What follows belongs to an exercise in optimizing a design on an open flow for small area; a production flow would make more cautious choices.
In this exercise RTL edits were held to simulation tests only and were not proved equivalent to the original.

==> inputs of job 426 <==
// CORDIC_tanInv_sqrt
module CORDIC_tanInv_sqrt(
    output [15:0] X0,
    output [15:0] Y0,
    output [15:0] Z0,
    input  [15:0] Xin,
    input  [15:0] Yin,
    input  [15:0] Zin,
    input  clk
);
Settings: LEC_CHECK=0, CAP_MARGIN=20, CORE_MARGIN=2, CORE_UTILIZATION=30, SLEW_MARGIN=20, SYNTH_HIERARCHICAL=1; clock period 7.0 ns.
standard.sh (not shown) runs the stock make flow with config.mk's settings and CLKGATE_MAP_FILE= SYNTH_SCRIPT=/design/flow/synth_recipe.tcl, a recipe that flattens the netlist after the stock synthesis.
==> flow/flow/run.sh <==
#!/bin/bash
# Own flow: the standard layout with the smallest buffer as the port buffer and
# a clock tree without dummy loads.
set -euo pipefail
bash standard.sh BUFFER_PORTS_ARGS="-buffer_cell sky130_fd_sc_hd__buf_1" \
  CTS_ARGS="-sink_clustering_enable -repair_clock_nets -buf_list sky130_fd_sc_hd__clkbuf_4 -sink_clustering_size 10 -sink_clustering_max_diameter 40 -dont_use_dummy_load" finish > standard_flow.log 2>&1
==> inputs of job 1659, as changes to job 426 <==
==> flow/flow/run.sh (replaced) <==
#!/bin/bash
# Own flow: the standard layout with the smallest buffer as the port buffer and
# a clock tree without dummy loads.
set -euo pipefail
bash standard.sh BUFFER_PORTS_ARGS="-buffer_cell sky130_fd_sc_hd__buf_1" \
  CTS_ARGS="-sink_clustering_enable -repair_clock_nets -buf_list sky130_fd_sc_hd__clkbuf_4 -sink_clustering_size 12 -sink_clustering_max_diameter 40 -dont_use_dummy_load" finish > standard_flow.log 2>&1
Settings changed: CORE_UTILIZATION 30 to 45, CTS_BUF_LIST set to sky130_fd_sc_hd__clkbuf_4, CTS_CLUSTER_DIAMETER set to 40, CTS_CLUSTER_SIZE set to 10.
==> comparison table <==
metric	job 1659	job 426
Vias in the first global route	14,544	14,819
Clock Skew	0.117 ns	0.128 ns
Number of buffers outside the clock class in the layout	127	130
Total routed wire length on the met1 layer	14.6 mm	14.6 mm
Area of combinational cells with multiple inputs	12,900 sq um	12,900 sq um
Final critical-path setup slack	0.220 ns	0.231 ns
Horizontal die dimension	264 um	323 um
CP Launch Point	y10_15	e1_15
Total die area	69,900 sq um	104,000 sq um
Worst r2r src	y10_15	e1_15
CP Buf/Inv Count	0	2
End of the worst hold path	z9_4	zo_3
Clock latency at the later pin of the worst-skew pair	0.89 ns	0.90 ns
Fmax	147 MHz	148 MHz
CP Data Arrival Time	7.51 ns	7.55 ns
Metal3 WL	1.69 mm	1.78 mm
Effective utilization at floorplan	0.454	0.304
Fin nets	2,664	2,667
Count of TritonRoute iterations in the first routing pass	4	3
Run status	complete, no violations	complete, no violations
Aggregate global-route resource usage	0.123	0.0813

==> onyx <==
Starting RTL as in the previous note.
Settings: LEC_CHECK=0, ABC_AREA=1, CAP_MARGIN=20, CORE_MARGIN=2, CORE_UTILIZATION=45, CTS_BUF_LIST=sky130_fd_sc_hd__clkbuf_8, CTS_CLUSTER_DIAMETER=50, CTS_CLUSTER_SIZE=16, SLEW_MARGIN=20, SYNTH_HIERARCHICAL=1; clock period 7.0 ns.
==> flow/flow/run.sh <==
#!/bin/bash
# Own flow: the standard layout, but with the smallest buffer as the port buffer.
set -euo pipefail
bash standard.sh BUFFER_PORTS_ARGS="-buffer_cell sky130_fd_sc_hd__buf_1" finish > standard_flow.log 2>&1
==> indigo: changes against onyx <==
==> flow/flow/run.sh (replaced) <==
#!/bin/bash
# Own flow: the standard layout with the smallest buffer as the port buffer and
# a clock tree without dummy loads.
set -euo pipefail
bash standard.sh BUFFER_PORTS_ARGS="-buffer_cell sky130_fd_sc_hd__buf_1" \
  CTS_ARGS="-sink_clustering_enable -repair_clock_nets -buf_list sky130_fd_sc_hd__clkbuf_4 -sink_clustering_size 10 -sink_clustering_max_diameter 40 -dont_use_dummy_load" finish > standard_flow.log 2>&1
- ABC_AREA: 1 -> not set
- CORE_UTILIZATION: 45 -> 60
- CTS_BUF_LIST: sky130_fd_sc_hd__clkbuf_8 -> not set
- CTS_CLUSTER_DIAMETER: 50 -> not set
- CTS_CLUSTER_SIZE: 16 -> not set
==> flow_metrics.py <==
metrics = {
    "status": {
        "outcome": "no timing/DRC/antenna violations",
    },
    "worst_setup_path": {
        "critPathRequiredTime_ps": 7550,
    },
    "floorplan": {
        "core-area_um2": 67400,
    },
    "synthesis": {
        "yosys-top-cells-area": "dfxtp_1, fa_1, ha_1",
    },
    "drt": {
        "wl_per_cell_um": 13.24,
    },
    "placed_design": {
        "pre_cts_ws_ps": -128.7,
    },
}
# the run above: onyx

==> flow_metrics.py <==
metrics = {
    "drt": {
        "wl_per_cell_um": 14.52,
    },
    "status": {
        "outcome": "no timing/DRC/antenna violations",
    },
    "floorplan": {
        "die_w_um": 229.5,
        "core-area_um2": 50170,
    },
    "worst_setup_path": {
        "critPathRequiredTime_ps": 7660,
    },
    "synthesis": {
        "yosys-top-cells-area": "dfxtp_1, fa_1, ha_1",
    },
    "timing": {
        "hold_viol_final": 0,
    },
    "min_path": {
        "hold_path_class": "reg -> reg",
    },
    "clock_network": {
        "cts_setup_buffers": 0,
    },
    "final_layout": {
        "final_nets": 2667,
    },
    "placed_design": {
        "pre_cts_ws_ps": 148.7,
    },
}
# the run above: indigo


==> inputs of v1 <==
CORDIC_tanInv_sqrt again, from the RTL that the note above started with.
Settings: LEC_CHECK=0, CAP_MARGIN=20, CORE_MARGIN=2, CORE_UTILIZATION=70, SLEW_MARGIN=20, SYNTH_HIERARCHICAL=1; clock period 7.0 ns.
==> flow/flow/run.sh <==
#!/bin/bash
# Own flow: the standard layout with the smallest buffer as the port buffer and
# a clock tree without dummy loads.
set -euo pipefail
bash standard.sh BUFFER_PORTS_ARGS="-buffer_cell sky130_fd_sc_hd__buf_1" \
  CTS_ARGS="-sink_clustering_enable -repair_clock_nets -buf_list sky130_fd_sc_hd__clkbuf_4 -sink_clustering_size 10 -sink_clustering_max_diameter 60 -dont_use_dummy_load" finish > standard_flow.log 2>&1
==> inputs of v5, as changes to v1 <==
==> flow/run.sh (new file) <==
#!/bin/bash
# synth_recipe.tcl (not shown) runs the flow's synth.tcl, then flattens the netlist and writes it again
# the make line also repeats each setting of config.mk as NAME=value (left out here)
make -C /OpenROAD-flow-scripts/flow DESIGN_CONFIG=/design/flow/config.mk WORK_HOME=/design/flow/orfs CLKGATE_MAP_FILE= SYNTH_SCRIPT=/design/flow/synth_recipe.tcl finish
Settings changed: ABC_AREA from default to 1, CORE_UTILIZATION 70 to 45, CTS_BUF_LIST from default to sky130_fd_sc_hd__clkbuf_8, CTS_CLUSTER_DIAMETER from default to 50, CTS_CLUSTER_SIZE from default to 16.
removed: flow/flow/run.sh
removed: flow/standard.sh
==> notes <==
Against v1, the die area of v5 is higher by 56%. Of v5 and v1, v5 has the higher first-iteration DRC count (gap 12%, measured against v1). Against v1, the cell count of v5 is larger by 16%. Of v5 and v1, v1 has the higher worst setup slack (gap 39 ps). Hold slack: v5 is higher than v1 (32 ps). Of v1 and v5, v5 has the higher design area (gap about 7%, measured against v5). Sequential cell count is the same in v5 and v1. Between v5 and v1, the lower global-route usage is in v5 (gap 7.0 points). Of v1 and v5, v1 has the higher sequential share of layout area (gap 3.6 points).

## port drivers added, routing unchanged
The flow's constraints put no driver on any port. The routed layouts listed below were extracted and timed again, unchanged, in two steps. Step 1 assumes that a clkbuf_16 drives the clock port and a buf_2 every other input. Step 2 adds t to the input delays and takes it off the output delays; t is the mean of the earliest and latest rising clock arrival at the registers after step 1. Input paths then give back, and output paths get back, about the clock's delay inside the block. Slacks: ideal / step 1 / step 2; pairs: ideal / step 1.
run	shift t [ns]	setup WS [ns]	worst register clock-pin slew, ns	worst data-port slew with drivers (ns)	cell pins on the clock port's net
job 426	0.893	0.231 / 0.231 / 0.231	0.10 / 0.10	0.04	1
job 1659	0.885	0.220 / 0.220 / 0.220	0.12 / 0.12	0.03	1
onyx	0.712	0.210 / 0.210 / 0.210	0.10 / 0.10	0.04	1
indigo	0.842	0.244 / 0.244 / 0.244	0.11 / 0.11	0.03	1
v1	0.848	0.212 / 0.212 / 0.212	0.11 / 0.11	0.04	1
v5	0.710	0.173 / 0.173 / 0.173	0.09 / 0.09	0.04	1
After both steps setup and hold are still met in every run listed.
